Context: an optimization exercise on an open-source flow, tuned for small area, a short achievable clock period and few clock cycles per item. The choices shown serve that exercise and are no tape-out recipe.
Where RTL was checked, it was by simulation tests only, not by an equivalence proof against the original.
Power and IR drop assume default switching activity.

the baseline:
==> flow/design.v (excerpt) <==
module add_up(
    input [14:0] in,
    output [17:0] out1,output [17:0] out2,
    output [17:0] out4,output [17:0] out3,
    input clk,
    input rst,
    input in_valid,
    output in_ready,
    output out_valid
    );
clock: 9.0 ns
lec_check: 0
abc_clock_period_in_ps: 3500
cap_margin: 50
core_margin: 2
core_utilization: 40
setup_slack_margin: 5
slew_margin: 50
run.sh (not shown) runs the stock make flow with config.mk's settings and CLKGATE_MAP_FILE= SYNTH_SCRIPT=/design/flow/synth_recipe.tcl, a recipe that flattens the netlist after the stock synthesis.
The baseline has completed all stages; timing, DRC and antenna checks passed.
### the baseline -> the candidate
==> flow/flow/run.sh (new file) <==
#!/bin/bash
# Standard layout, with plain buffers on the ports.
set -o pipefail
bash standard.sh "BUFFER_PORTS_ARGS=-buffer_cell sky130_fd_sc_hd__buf_2" finish > standard.log 2>&1
==> flow/standard.sh (new file) <==
#!/bin/bash
# synth_recipe.tcl (not shown) runs the flow's synth.tcl, then flattens the netlist and writes it again
# the make line also repeats each setting of config.mk as NAME=value (left out here)
make -C /OpenROAD-flow-scripts/flow DESIGN_CONFIG=/design/flow/config.mk WORK_HOME=/design/flow/orfs CLKGATE_MAP_FILE= SYNTH_SCRIPT=/design/flow/synth_recipe.tcl "${@:-finish}"
removed: flow/run.sh
==> run summary <==
Delta (the candidate minus the baseline): layout overhead on the synthesized area shrank by 0.87 points, global routing usage on met3 shrank by 0.60 points.
Comparing the candidate with the baseline, the sum of net half-perimeters after detailed placement came out essentially unchanged.
Minimum clock period after layout | the candidate below the baseline
On non-filler instance count after layout, the candidate and the baseline are neck and neck.
Changes observed in the candidate relative to the baseline: count of TritonRoute iterations in the first routing pass went down; global-route wire length before repair did not really move.
Function was not checked in any run of this note: the RTL went through the layout flow alone.

Another version of the RTL of add_up (not shown whole).
Size in the first run: about 4900 cells after synthesis, about 880 flip-flops, about 92 I/O pins, about 52000 um^2 of cells after synthesis.
Settings: LEC_CHECK=0, ABC_CLOCK_PERIOD_IN_PS=3500, CAP_MARGIN=20, CORE_MARGIN=2, CORE_UTILIZATION=40, CTS_BUF_LIST=sky130_fd_sc_hd__clkbuf_8, SETUP_SLACK_MARGIN=5, SLEW_MARGIN=20; clock period 9.0 ns.
standard.sh (not shown) runs the stock make flow with config.mk's settings and CLKGATE_MAP_FILE= SYNTH_SCRIPT=/design/flow/synth_recipe.tcl, a recipe that flattens the netlist after the stock synthesis.
==> flow/flow/run.sh <==
#!/bin/bash
# Standard layout, repair of the worst paths aiming at a 3 ns period, plain buffers on the ports.
set -o pipefail
bash standard.sh SETUP_SLACK_MARGIN=6 TNS_END_PERCENT=5 "BUFFER_PORTS_ARGS=-buffer_cell sky130_fd_sc_hd__buf_2" finish > standard.log 2>&1
Testbench counts at the start, summed over its fixed seeds: cycles 5,304, blocks 320.
==> next run, changes <==
CAP_MARGIN = 50   (was 20)
CORE_UTILIZATION = 30   (was 40)
CTS_BUF_LIST = not set   (was sky130_fd_sc_hd__clkbuf_8)
SLEW_MARGIN = 50   (was 20)
Effect: Final cell count came out higher by 7.5%; total power came out higher by about 4%; cell area came out higher by about 3%; setup slack improves by 0.10 ns; area after synthesis does not change; die area came out higher by 33%; clock skew came out higher by 0.0097 ns; via count hardly moves; clock-buffer cell count came out lower by 51; sequential power stays flat; critical path depth stays the same.
==> next run, changes <==
CORE_UTILIZATION = 40   (was 30)
What happened: The new run ran to the end with no violations; non-clock buffer count went down by 37; setup slack improved by 0.015 ns; wire length went down by 4.0%; area after synthesis stays the same; first-iteration DRC count went up by 15%; global-route usage went up by 4.2 points; power went down by 1.2%; fmax went up by 0.50%.
==> next run, changes <==
CAP_MARGIN = 20   (was 50)
CORE_UTILIZATION = 55   (was 40)
SLEW_MARGIN = 20   (was 50)
What happened:
- The new run produced a clean layout
- clock power grows by about 3%
- routed wire length grows by 3.2%
- sequential cell count does not change
- count of clock-buffer cells in the layout went up by 1
- via count goes up by 0.33%
- sequential power stays flat
- non-clock buffer count rises by 45
- cell count goes down by 5.2%
- die area shrinks by 27%
==> next run, changes <==
CORE_UTILIZATION = 40   (was 55)
PLACE_DENSITY = 0.75   (was not set)
Outcome: The changed run went through all stages and came out clean; synthesized cell count does not change; synthesized area is unchanged; wire length drops by 5.4%.
==> next run, changes <==
==> flow/flow/run.sh (replaced) <==
#!/bin/bash
# Standard layout, repair of the worst paths aiming at a 3 ns period, plain buffers on the ports.
set -o pipefail
bash standard.sh SETUP_SLACK_MARGIN=6 TNS_END_PERCENT=20 "BUFFER_PORTS_ARGS=-buffer_cell sky130_fd_sc_hd__buf_2" finish > standard.log 2>&1
PLACE_DENSITY = not set   (was 0.75)
The new run finished clean.
Total power came out higher slightly.
Clock power came out higher by a few percent.
Hold slack improved by 0.0073 ns.

== v6 ==
add_up, a different RTL version from the one above (not shown whole).
For scale: about 4300 cells after synthesis.
clock: 9.0 ns
lec_check: 0
cap_margin: 50
core_margin: 2
core_utilization: 25
slew_margin: 50
run.sh (not shown) runs the stock make flow with config.mk's settings and CLKGATE_MAP_FILE= SYNTH_SCRIPT=/design/flow/synth_recipe.tcl, a recipe that flattens the netlist after the stock synthesis.
Stock flow here: none of the scripts above is used.
Setup changes, v6 to v7
- setting SETUP_SLACK_MARGIN to 5 for the first time
- changing CORE_UTILIZATION from 25 to 40
- setting ABC_CLOCK_PERIOD_IN_PS to 3500 for the first time
==> run summary <==
Comparing v7 and v6, the higher die extent in y was measured on v6. v7: combinational power higher than v6. Higher largest fanout of any net on the critical path goes to v6 over v7. Cmp v7 vs v6: initial antenna violation count higher in v7. From v6 to v7 the numbers moved as follows: worst slew margin relative to its limit lower; critical path depth +1; wire length after detailed routing rose by 2.2%.
No functional check of the RTL was part of any run of this note.

v44:
add_up with an RTL version that a note above also has.
Size in the first run: roughly 4900 cells after synthesis, about 880 flip-flops, roughly 0.052 sq mm of cells after synthesis.
Design add_up, start of the top module:
module add_up(
    input [14:0] in,
    output [17:0] out1,output [17:0] out2,
    output [17:0] out4,output [17:0] out3,
    input clk,
    input rst,
    input in_valid,
    output in_ready,
    output out_valid
    );
clock: 9.0 ns
lec_check: 0
abc_clock_period_in_ps: 3500
cap_margin: 20
core_margin: 2
core_utilization: 40
cts_cluster_diameter: 80
cts_cluster_size: 30
setup_slack_margin: 5
slew_margin: 20
standard.sh (not shown) runs the stock make flow with config.mk's settings and CLKGATE_MAP_FILE= SYNTH_SCRIPT=/design/flow/synth_recipe.tcl, a recipe that flattens the netlist after the stock synthesis.
==> flow/flow/run.sh <==
#!/bin/bash
# Standard layout, repair of the worst paths aiming at a 3 ns period, plain buffers on the ports.
set -o pipefail
bash standard.sh SETUP_SLACK_MARGIN=6 TNS_END_PERCENT=5 "BUFFER_PORTS_ARGS=-buffer_cell sky130_fd_sc_hd__buf_2" finish > standard.log 2>&1
Testbench counts of v44, summed over its fixed seeds: cycles 5,304, blocks 320.
#### Input delta (v39 over v44)
Settings: CTS_CLUSTER_DIAMETER changed from 80 to 100; CTS_CLUSTER_SIZE changed from 30 to 20.
==> run summary <==
- v39 went all the way through the flow, and no timing, DRC or antenna check failed.
- Area share of buffers outside the clock network of v39 is on par with v44.
- v44 -> v39: number of nets in the layout flat
- v39: met2 wire length is 0.41% higher than what v44 reported.
- On final wirelength, v39 and v44 are neck and neck.
- Going from v44 to v39, number of clock buffer instances in the layout now sits higher, routed length on met3 now sits higher, first-pass GRT wire length now sits at about the same level, fraction of power consumed by combinational cells now sits higher, global-route usage over all layers now sits at about the same level.
What v19 does differently from v39 at the input level:
Settings: swapping 100 for 150 in CTS_CLUSTER_DIAMETER.
Results
Wire length: v19 vs v39 — no meaningful difference
Final cell count without fillers essentially unchanged between v39 and v19.
Any difference in via count between v39 and v19 is small enough to ignore.
Looking at overall power of the completed layout across v19 and v39, the one that comes out higher is v39.
--- input diff v19..v27 ---
Settings: CTS_CLUSTER_SIZE: 20 -> unset; CTS_CLUSTER_DIAMETER: 150 -> unset.
==> comparison <==
The net total in the final layout number comes out higher for v27 vs v19.
NOTE: peak supply drop in v27 exceeds that of v19
Per the comparison of v27 with v19, core utilization saw an increase, proportion of synthesized chip area in sequential cells saw little to no change.

separate check: timing with driven ports:
In the flow no input, the clock included, has a driving cell. The finished layouts below were timed again as built, in two steps.
Step 1 (the two cells are an assumption about what drives the block):
set clk [get_ports {clk}]
set_driving_cell -lib_cell sky130_fd_sc_hd__clkbuf_16 $clk
set_driving_cell -lib_cell sky130_fd_sc_hd__buf_2 [delete_from_list [all_inputs] $clk]
Step 2 times the ports against the registers' clock, not the clock port: input delays grow and output delays shrink by t, the midpoint of the rising clock arrivals with the driver on.
Three values: ideal, step 1, step 2; two values: the first two.
run | shift t [ns] | slack for setup (ns) | cell pins on the clock port's net
the baseline | 0.736 | 5.139 / 5.139 / 4.582 | 1
the candidate | 0.742 | 5.166 / 5.166 / 5.166 | 1
the first run of note 2 | 0.932 | 5.826 / 5.761 / 5.021 | 1
the second run of note 2 | 0.800 | 5.929 / 5.855 / 5.208 | 1
the third run of note 2 | 0.782 | 5.944 / 5.895 / 5.222 | 1
the fourth run of note 2 | 0.754 | 5.922 / 5.853 / 5.219 | 1
the fifth run of note 2 | 0.760 | 5.899 / 5.834 / 5.276 | 1
the sixth run of note 2 | 0.775 | 5.947 / 5.872 / 5.348 | 1
v6 | 0.764 | 3.991 / 3.991 / 3.991 | 1
v7 | 0.742 | 4.961 / 4.961 / 4.961 | 1
v44 | 0.742 | 5.921 / 5.845 / 5.421 | 1
v39 | 0.746 | 5.913 / 5.841 / 5.377 | 1
v19 | 0.750 | 5.903 / 5.831 / 5.389 | 1
v27 | 0.771 | 5.920 / 5.851 / 5.370 | 1
After both steps every run listed still meets setup and hold. For the first run of note 2, which loses most, drivers alone change the setup slack by -0.065 ns; drivers and shift together by -0.805 ns.
